This is an optimization exercise on Yosys and OpenROAD, whose aim is small area, a short achievable clock period and few clock cycles, not a production implementation.
At most, simulation tests tie the RTL to the original design; equivalence was not proved.

==> module circle_draw, before the edit <==
module circle_draw(xc,yc,rad,x,y,color,color_disp,CLK50,clearn,plot,wr,ready);
	input [7:0] xc;
	input [6:0] yc;
	input [5:0] rad;
	input CLK50,clearn,plot;
	input [2:0] color;
	output [7:0] x;
	output [6:0] y;
	output [2:0] color_disp;
	output wr;
	output ready;
	function [8:0] add8;
		input [7:0] p, q;
		input ci;
		integer i;
		reg c;
		begin
			c = ci;
			for (i = 0; i < 8; i = i + 1) begin
				add8[i] = p[i] ^ q[i] ^ c;
				c = (p[i] & q[i]) | (c & (p[i] ^ q[i]));
			end
			add8[8] = c;
		end
	endfunction
	localparam IDLE = 2'b00, CLR = 2'b01, SET = 2'b10, DRW = 2'b11;
	reg [1:0] m;
	reg rdy;
	reg [7:0] xo;
	reg [6:0] yo;
	reg [2:0] col;
	reg [5:0] a, b;
	reg [7:0] e;
	reg [2:0] ph;
	reg n1, n2, c3, c4;
	wire [5:0] r = (rad == 6'd0 || &rad[5:2]) ? 6'd59 : rad;
	wire a0 = (a == 6'd0);
	wire dec = ~e[7] | (&e[6:1]);
	wire [8:0] bma = add8({2'b0, b}, {2'b11, ~a}, 1'b1);
	wire done = ~bma[8];
	wire [5:0] xs = ph[2] ? b : a;
	wire [5:0] ys = ph[2] ? a : b;
	wire xneg = ph[1];
	wire yneg = ph[0];
	wire [8:0] gxs = {xc, 1'b1} + {{2{xneg}}, xs ^ {6{xneg}}, xneg};
	wire [7:0] gys = {yc, 1'b1} + {yneg, ys ^ {6{yneg}}, yneg};
	wire [7:0] gx = gxs[8:1];
	wire [6:0] gy = gys[7:1];
	wire [7:0] mask = {c4 & ~a0, c4, c3 & ~a0, c3, {2{~n2 & ~a0}}, {2{~n1}}};
	reg [2:0] nxt;
	reg more;
	integer k;
	always @(*) begin
		nxt = 3'd0;
		more = 1'b0;
		for (k = 7; k >= 0; k = k - 1)
			if (k > ph && mask[k]) begin
				nxt = k;
				more = 1'b1;
			end
	end
	wire set1 = (ph == 3'd1) & (gx == 8'd159);
	wire set2 = ((ph == 3'd3) | ((ph == 3'd1) & a0)) & (gx == 8'd0);
	wire xv = ~(xc[7] & (xc[6] | xc[5]));
	wire [7:0] q = {~xc[7:5] + 3'd5, ~xc[4:0]};    
	wire [8:0] qmb = add8(q, {2'b11, ~b}, 1'b1);
	wire [8:0] xmb = add8(xc, {2'b11, ~b}, 1'b1);
	wire v3 = ~xv | qmb[8];
	wire v4 = ~xv | xmb[8];
	wire [8:0] ai = add8({2'b0, a}, 8'd0, 1'b1);
	wire [8:0] bd = add8({2'b0, b}, 8'hff, 1'b0);
	wire [7:0] t1 = {1'b0, a, 1'b1};
	wire [7:0] t2 = dec ? {1'b1, ~b, 1'b1} : 8'd0;
	wire [2:0] t3 = {dec, ~dec, dec};
	wire [7:0] s1 = e ^ t1 ^ t2;
	wire [7:0] c1 = (e & t1) | (e & t2) | (t1 & t2);
	wire [7:0] u = {c1[6:0], 1'b0};
	wire [7:0] s2 = s1 ^ u ^ {5'd0, t3};
	wire [7:0] c2 = (s1 & u) | ((s1 ^ u) & {5'd0, t3});
	wire [7:0] en = s2 + {c2[6:0], 1'b0};
	wire lfb = ~(yo[6] ^ yo[5]);
	wire clr_end = ({yo, xo} == 15'h4000);
	always @(posedge CLK50 or negedge clearn)
	begin
		if (!clearn) begin
			m <= CLR;
			rdy <= 1'b0;
			xo <= 8'd0;
			yo <= 7'd0;
			col <= 3'd0;
		end else begin
			case (m)
			CLR: begin
				if (clr_end) begin
					m <= IDLE;
					rdy <= 1'b1;
				end
			end
			IDLE: begin
				if (plot) begin
					m <= SET;
					rdy <= 1'b0;
				end
			end
			SET: begin
				m <= DRW;
				end
			default: if (done) begin
				m <= IDLE;
				rdy <= 1'b1;
			end
			endcase
			if (m == CLR) begin
				xo <= {xo[6:0], lfb};
				yo <= {yo[5:0], xo[7]};
				col <= 3'd0;
			end else begin
				xo <= gx;
				yo <= gy;
				col <= color;
			end
		end
	end
	always @(posedge CLK50)
	begin
		c3 <= v3;
		c4 <= v4;
		if (m == IDLE) begin
			a <= 6'd0;
			b <= r;
			e <= {2'b11, ~r};
			ph <= 3'd0;
			n1 <= 1'b0;
			n2 <= 1'b0;
		end else begin
			if (set1) n1 <= 1'b1;
			if (set2) n2 <= 1'b1;
			if (more)
				ph <= nxt;
			else begin
				ph <= n1 ? 3'd2 : 3'd0;
				a <= ai[5:0];
				if (dec) b <= bd[5:0];
				e <= en;
			end
		end
	end
	assign x = xo;
	assign y = yo;
	assign color_disp = col;
	assign wr = m[0];
	assign ready = rdy;
endmodule
==> flow/config.mk <==
export PLATFORM = sky130hd
export DESIGN_NAME = circle_draw
export DESIGN_NICKNAME = circle_draw
export VERILOG_FILES = /design/flow/design.v
export SDC_FILE = /design/flow/constraint.sdc
export NUM_CORES = 4
export LEC_CHECK = 0
export CAP_MARGIN = 20
export CORE_MARGIN = 2
export CORE_UTILIZATION = 40
export PLACE_DENSITY = 0.6
export SETUP_SLACK_MARGIN = 4.0
export SLEW_MARGIN = 20
==> flow/constraint.sdc <==
create_clock -name core_clock -period 7.0 [get_ports {CLK50}]
set_input_delay 1.4000 -clock core_clock [delete_from_list [all_inputs] [get_ports {CLK50}]]
set_output_delay 1.4000 -clock core_clock [all_outputs]
set_load 0.01 [all_outputs]
standard.sh (not shown) runs the stock make flow with config.mk's settings and CLKGATE_MAP_FILE= SYNTH_SCRIPT=/design/flow/synth_recipe.tcl, a recipe that flattens the netlist after the stock synthesis.
==> flow/flow/run.sh <==
#!/bin/bash
# Standard synthesis, then the standard layout with plain buf_1 cells as the
# port buffers (the default pick is a slow delay buffer). Tool output goes
# to the logs below; each ORFS step also keeps its own log in orfs/logs.
set -euo pipefail
bash standard.sh synth > flow_synth.log 2>&1
bash standard.sh BUFFER_PORTS_ARGS="-buffer_cell sky130_fd_sc_hd__buf_1" finish > flow_layout.log 2>&1
==> next run, changes <==
--- a/flow/design.v
+++ b/flow/design.v
@@ -69,15 +69,11 @@
 	wire v4 = ~xv | xmb[8];
 	wire [8:0] ai = add8({2'b0, a}, 8'd0, 1'b1);
 	wire [8:0] bd = add8({2'b0, b}, 8'hff, 1'b0);
-	wire [7:0] t1 = {1'b0, a, 1'b1};
-	wire [7:0] t2 = dec ? {1'b1, ~b, 1'b1} : 8'd0;
-	wire [2:0] t3 = {dec, ~dec, dec};
-	wire [7:0] s1 = e ^ t1 ^ t2;
-	wire [7:0] c1 = (e & t1) | (e & t2) | (t1 & t2);
-	wire [7:0] u = {c1[6:0], 1'b0};
-	wire [7:0] s2 = s1 ^ u ^ {5'd0, t3};
-	wire [7:0] c2 = (s1 & u) | ((s1 ^ u) & {5'd0, t3});
-	wire [7:0] en = s2 + {c2[6:0], 1'b0};
+	wire [7:0] t1 = {1'b0, ai[5:0], 1'b1};
+	wire [7:0] t2 = dec ? {1'b1, ~bd[5:0], 1'b1} : 8'd0;
+	wire [7:0] cs_s = e ^ t1 ^ t2;
+	wire [7:0] cs_c = (e & t1) | (e & t2) | (t1 & t2);
+	wire [7:0] en = cs_s + {cs_c[6:0], dec};
 	wire lfb = ~(yo[6] ^ yo[5]);
 	wire clr_end = ({yo, xo} == 15'h4000);
 	always @(posedge CLK50 or negedge clearn)
@@ -91,12 +87,15 @@
 		end else begin
 			case (m)
 			CLR: begin
+				xo <= {xo[6:0], lfb};
+				yo <= {yo[5:0], xo[7]};
 				if (clr_end) begin
 					m <= IDLE;
 					rdy <= 1'b1;
 				end
 			end
 			IDLE: begin
+				col <= color;
 				if (plot) begin
 					m <= SET;
 					rdy <= 1'b0;
@@ -110,14 +109,9 @@
 				rdy <= 1'b1;
 			end
 			endcase
-			if (m == CLR) begin
-				xo <= {xo[6:0], lfb};
-				yo <= {yo[5:0], xo[7]};
-				col <= 3'd0;
-			end else begin
+			if (m[1]) begin
 				xo <= gx;
 				yo <= gy;
-				col <= color;
 			end
 		end
 	end
@@ -132,13 +126,13 @@
 			ph <= 3'd0;
 			n1 <= 1'b0;
 			n2 <= 1'b0;
-		end else begin
+		end else if (m[1]) begin
 			if (set1) n1 <= 1'b1;
 			if (set2) n2 <= 1'b1;
 			if (more)
 				ph <= nxt;
 			else begin
-				ph <= n1 ? 3'd2 : 3'd0;
+				ph <= (n1 | set1) ? 3'd2 : 3'd0;
 				a <= ai[5:0];
 				if (dec) b <= bd[5:0];
 				e <= en;
Outcome: The new run produced a clean layout. Die area went up by a few percent. Synthesized area came out higher by a few percent. Via count is higher by a few percent. Worst setup slack improves by 820 ps. Sequential share of layout area came out lower by 1.2 points. Clock-buffer cell count drops by 1. Non-clock buffer count fell by 6. Final area rose by a few percent. Register-to-register slack gets better by 820 ps. Core utilization climbs by 0.44 points. Hold slack is about the same. Routed wire length came out higher by a little under a tenth.
Testbench counts after the change, summed over its fixed seeds: cycles 78,871.
No functional check of the RTL was part of the first run of this note.

* * *

Another version of the RTL of circle_draw (not shown whole).
For scale: about 440 cells after synthesis, roughly 51 flip-flops, ~47 I/O pins, ~4000 um2 of cells after synthesis.
==> module circle_draw, before the edit <==
module circle_draw(xc,yc,rad,x,y,color,color_disp,CLK50,clearn,plot,wr,ready);
	input [7:0] xc;
	input [6:0] yc;
	input [5:0] rad;
	input CLK50,clearn,plot;
	input [2:0] color;
	output [7:0] x;
	output [6:0] y;
	output [2:0] color_disp;
	output wr;
	output ready;
	function [8:0] add8;
		input [7:0] p, q;
		input ci;
		integer i;
		reg c;
		begin
			c = ci;
			for (i = 0; i < 8; i = i + 1) begin
				add8[i] = p[i] ^ q[i] ^ c;
				c = (p[i] & q[i]) | (c & (p[i] ^ q[i]));
			end
			add8[8] = c;
		end
	endfunction
	localparam IDLE = 2'b00, CLR = 2'b01, SET = 2'b10, DRW = 2'b11;
	reg [1:0] m;
	reg [7:0] xo;
	reg [6:0] yo;
	reg [2:0] col;
	reg [5:0] a, bm;
	reg [7:0] e;
	reg [2:0] ph;
	reg n1, n2, c3, c4;
	reg h, sd;
	reg qx1, qx2;
	wire big = (rad == 6'd0) | (&rad[5:2]);
	wire [5:0] r = big ? 6'd59 : rad;
	wire [8:0] radm = add8({2'b0, rad}, 8'hff, 1'b0);
	wire [5:0] rm = big ? 6'd58 : radm[5:0];      
	wire a0 = (a == 6'd0);
	wire dec = ~e[7] | (&e[6:1]);
	wire [8:0] dd = add8({2'b0, a}, {2'b11, ~bm}, 1'b0);
	wire done = (~dd[7] & (dd[1] | dd[0])) | (&bm);
	wire [5:0] xs = ph[2] ? bm : a;
	wire [5:0] ys = ph[2] ? a : bm;
	wire xneg = ph[1];
	wire yneg = ph[0];
	wire [8:0] gxs = {xc, 1'b1} + {{2{xneg}}, xs ^ {6{xneg}}, xneg ^ ph[2]};
	wire [7:0] gys = {yc, 1'b1} + {yneg, ys ^ {6{yneg}}, yneg ^ ~ph[2]};
	wire [7:0] gx = gxs[8:1];
	wire [6:0] gy = gys[7:1];
	wire [7:0] mask = {c4 & ~a0, c4, c3 & ~a0, c3, {2{~n2 & ~a0}}, {2{~n1}}};
	reg [2:0] nxt;
	reg more;
	integer k;
	always @(*) begin
		nxt = 3'd0;
		more = 1'b0;
		for (k = 7; k >= 0; k = k - 1)
			if (k > ph && mask[k]) begin
				nxt = k;
				more = 1'b1;
			end
	end
	wire set1 = qx1 & (xo == 8'd159);
	wire set2 = qx2 & (xo == 8'd0);
	wire xv = ~(xc[7] & (xc[6] | xc[5]));
	wire [7:0] q = {~xc[7:5] + 3'd5, ~xc[4:0]};    
	wire [8:0] qmb = add8(q, {2'b11, ~bm}, 1'b0);
	wire [8:0] xmb = add8(xc, {2'b11, ~bm}, 1'b0);
	wire v3 = ~xv | qmb[8];
	wire v4 = ~xv | xmb[8];
	wire [8:0] ai = add8({2'b0, a}, 8'd0, 1'b1);
	wire [8:0] bd = add8({2'b0, bm}, 8'hff, 1'b0);
	wire [7:0] eop = h ? (sd ? {1'b1, ~bm, 1'b1} : 8'd2) : {1'b0, a, 1'b1};
	wire [8:0] ens = {e, 1'b1} + {eop, h & sd};
	wire [7:0] en = ens[8:1];
	wire lfb = ~(yo[6] ^ yo[5]);
	wire clr_end = ({yo, xo} == 15'h4000);
	always @(posedge CLK50 or negedge clearn)
	begin
		if (!clearn) begin
			m <= CLR;
			xo <= 8'd0;
			yo <= 7'd0;
			col <= 3'd0;
		end else begin
			case (m)
			CLR: begin
				if (clr_end) m <= IDLE;
			end
			IDLE: begin
				if (plot) m <= SET;
			end
			SET: m <= DRW;
			default: if (done) m <= IDLE;
			endcase
			if (m == CLR) begin
				xo <= {xo[6:0], lfb};
				yo <= {yo[5:0], xo[7]};
				col <= 3'd0;
			end else begin
				xo <= gx;
				yo <= gy;
				col <= color;
			end
		end
	end
	always @(posedge CLK50)
	begin
		c3 <= v3;
		c4 <= v4;
		if (m == IDLE) begin
			a <= 6'd0;
			bm <= rm;
			e <= {2'b11, ~r};
			ph <= 3'd0;
			n1 <= 1'b0;
			n2 <= 1'b0;
			h <= 1'b0;
			qx1 <= 1'b0;
			qx2 <= 1'b0;
		end else begin
			h <= ~more;
			qx1 <= (ph[2:1] == 2'd0);
			qx2 <= (ph[2:1] == 2'd1) | ((ph[2:1] == 2'd0) & a0);
			sd <= dec;
			if (h | ~more) e <= en;
			if (set1) n1 <= 1'b1;
			if (set2) n2 <= 1'b1;
			if (more)
				ph <= nxt;
			else begin
				ph <= n1 ? 3'd2 : 3'd0;
				a <= ai[5:0];
				if (dec) bm <= bd[5:0];
			end
		end
	end
	assign x = xo;
	assign y = yo;
	assign color_disp = col;
	assign wr = m[0];
	assign ready = ~m[1] & ~m[0];
endmodule
Settings: LEC_CHECK=0, CAP_MARGIN=20, CORE_MARGIN=2, CORE_UTILIZATION=40, PLACE_DENSITY=0.6, SETUP_SLACK_MARGIN=4.0, SLEW_MARGIN=20; clock period 7.0 ns.
Scripts as last shown in full above: flow/flow/run.sh
Testbench counts at the start, summed over its fixed seeds: cycles 78,871.
Change:
--- a/flow/design.v
+++ b/flow/design.v
@@ -25,6 +25,7 @@
 	endfunction
 	localparam IDLE = 2'b00, CLR = 2'b01, SET = 2'b10, DRW = 2'b11;
 	reg [1:0] m;
+	reg rdy;
 	reg [7:0] xo;
 	reg [6:0] yo;
 	reg [2:0] col;
@@ -33,6 +34,7 @@
 	reg [2:0] ph;
 	reg n1, n2, c3, c4;
 	reg h, sd;
+	reg wrq;
 	reg qx1, qx2;
 	wire big = (rad == 6'd0) | (&rad[5:2]);
 	wire [5:0] r = big ? 6'd59 : rad;
@@ -82,19 +84,35 @@
 	begin
 		if (!clearn) begin
 			m <= CLR;
+			rdy <= 1'b0;
+			wrq <= 1'b1;
 			xo <= 8'd0;
 			yo <= 7'd0;
 			col <= 3'd0;
 		end else begin
 			case (m)
 			CLR: begin
-				if (clr_end) m <= IDLE;
+				if (clr_end) begin
+					m <= IDLE;
+					rdy <= 1'b1;
+					wrq <= 1'b0;
+				end
 			end
 			IDLE: begin
-				if (plot) m <= SET;
+				if (plot) begin
+					m <= SET;
+					rdy <= 1'b0;
+				end
 			end
-			SET: m <= DRW;
-			default: if (done) m <= IDLE;
+			SET: begin
+				m <= DRW;
+				wrq <= 1'b1;
+			end
+			default: if (done) begin
+				m <= IDLE;
+				rdy <= 1'b1;
+				wrq <= 1'b0;
+			end
 			endcase
 			if (m == CLR) begin
 				xo <= {xo[6:0], lfb};
@@ -141,6 +159,6 @@
 	assign x = xo;
 	assign y = yo;
 	assign color_disp = col;
-	assign wr = m[0];
-	assign ready = ~m[1] & ~m[0];
+	assign wr = wrq;
+	assign ready = rdy;
 endmodule
Effect: Setup slack hardly moves; synthesized area rose by a few percent; non-clock buffer count went up by 3; maximum frequency is about the same; critical path depth climbs by 6; via count came out higher by a few percent; routed wire length increases by a few percent; worst hold slack improved by 4.5 ps; cell count went up by a few percent; clock-buffer cell count climbs by 1; cell area climbs by a few percent; sequential cell count climbs by 2.
The RTL of the second run of this note was laid out without a check of its function.

## afterwards: timing with drivers on the ports
The results above use ideal ports. As a check the final layouts listed here were re-extracted and re-timed, cells and wires unchanged. Step 1: set_driving_cell puts a clkbuf_16 on CLK50 and a buf_2 on each other input, an assumption about the parent block. Step 2 also shifts input and output timing later by t, the mid clock arrival at the registers, as if the neighbouring blocks saw the same clock. a / b / c = ideal / step 1 / step 2; a / b = the first two.
| run | shift t [ns] | setup slack, ns | hold WS [ns] |
|---|---|---|---|
| the first run of note 1 | 0.333 | 3.186 / 3.186 / 3.186 | 0.493 / 0.493 / 0.493 |
| the second run of note 1 | 0.337 | 4.004 / 4.004 / 3.751 | 0.490 / 0.490 / 0.490 |
| the first run of note 2 | 0.342 | 4.093 / 4.061 / 3.844 | 0.471 / 0.471 / 0.471 |
| the second run of note 2 | 0.338 | 4.094 / 4.063 / 3.725 | 0.475 / 0.475 / 0.475 |
After both steps setup and hold are still met in every run listed. For the second run of note 2, which loses most, drivers alone change the setup slack by -0.031 ns; drivers and shift together by -0.369 ns.
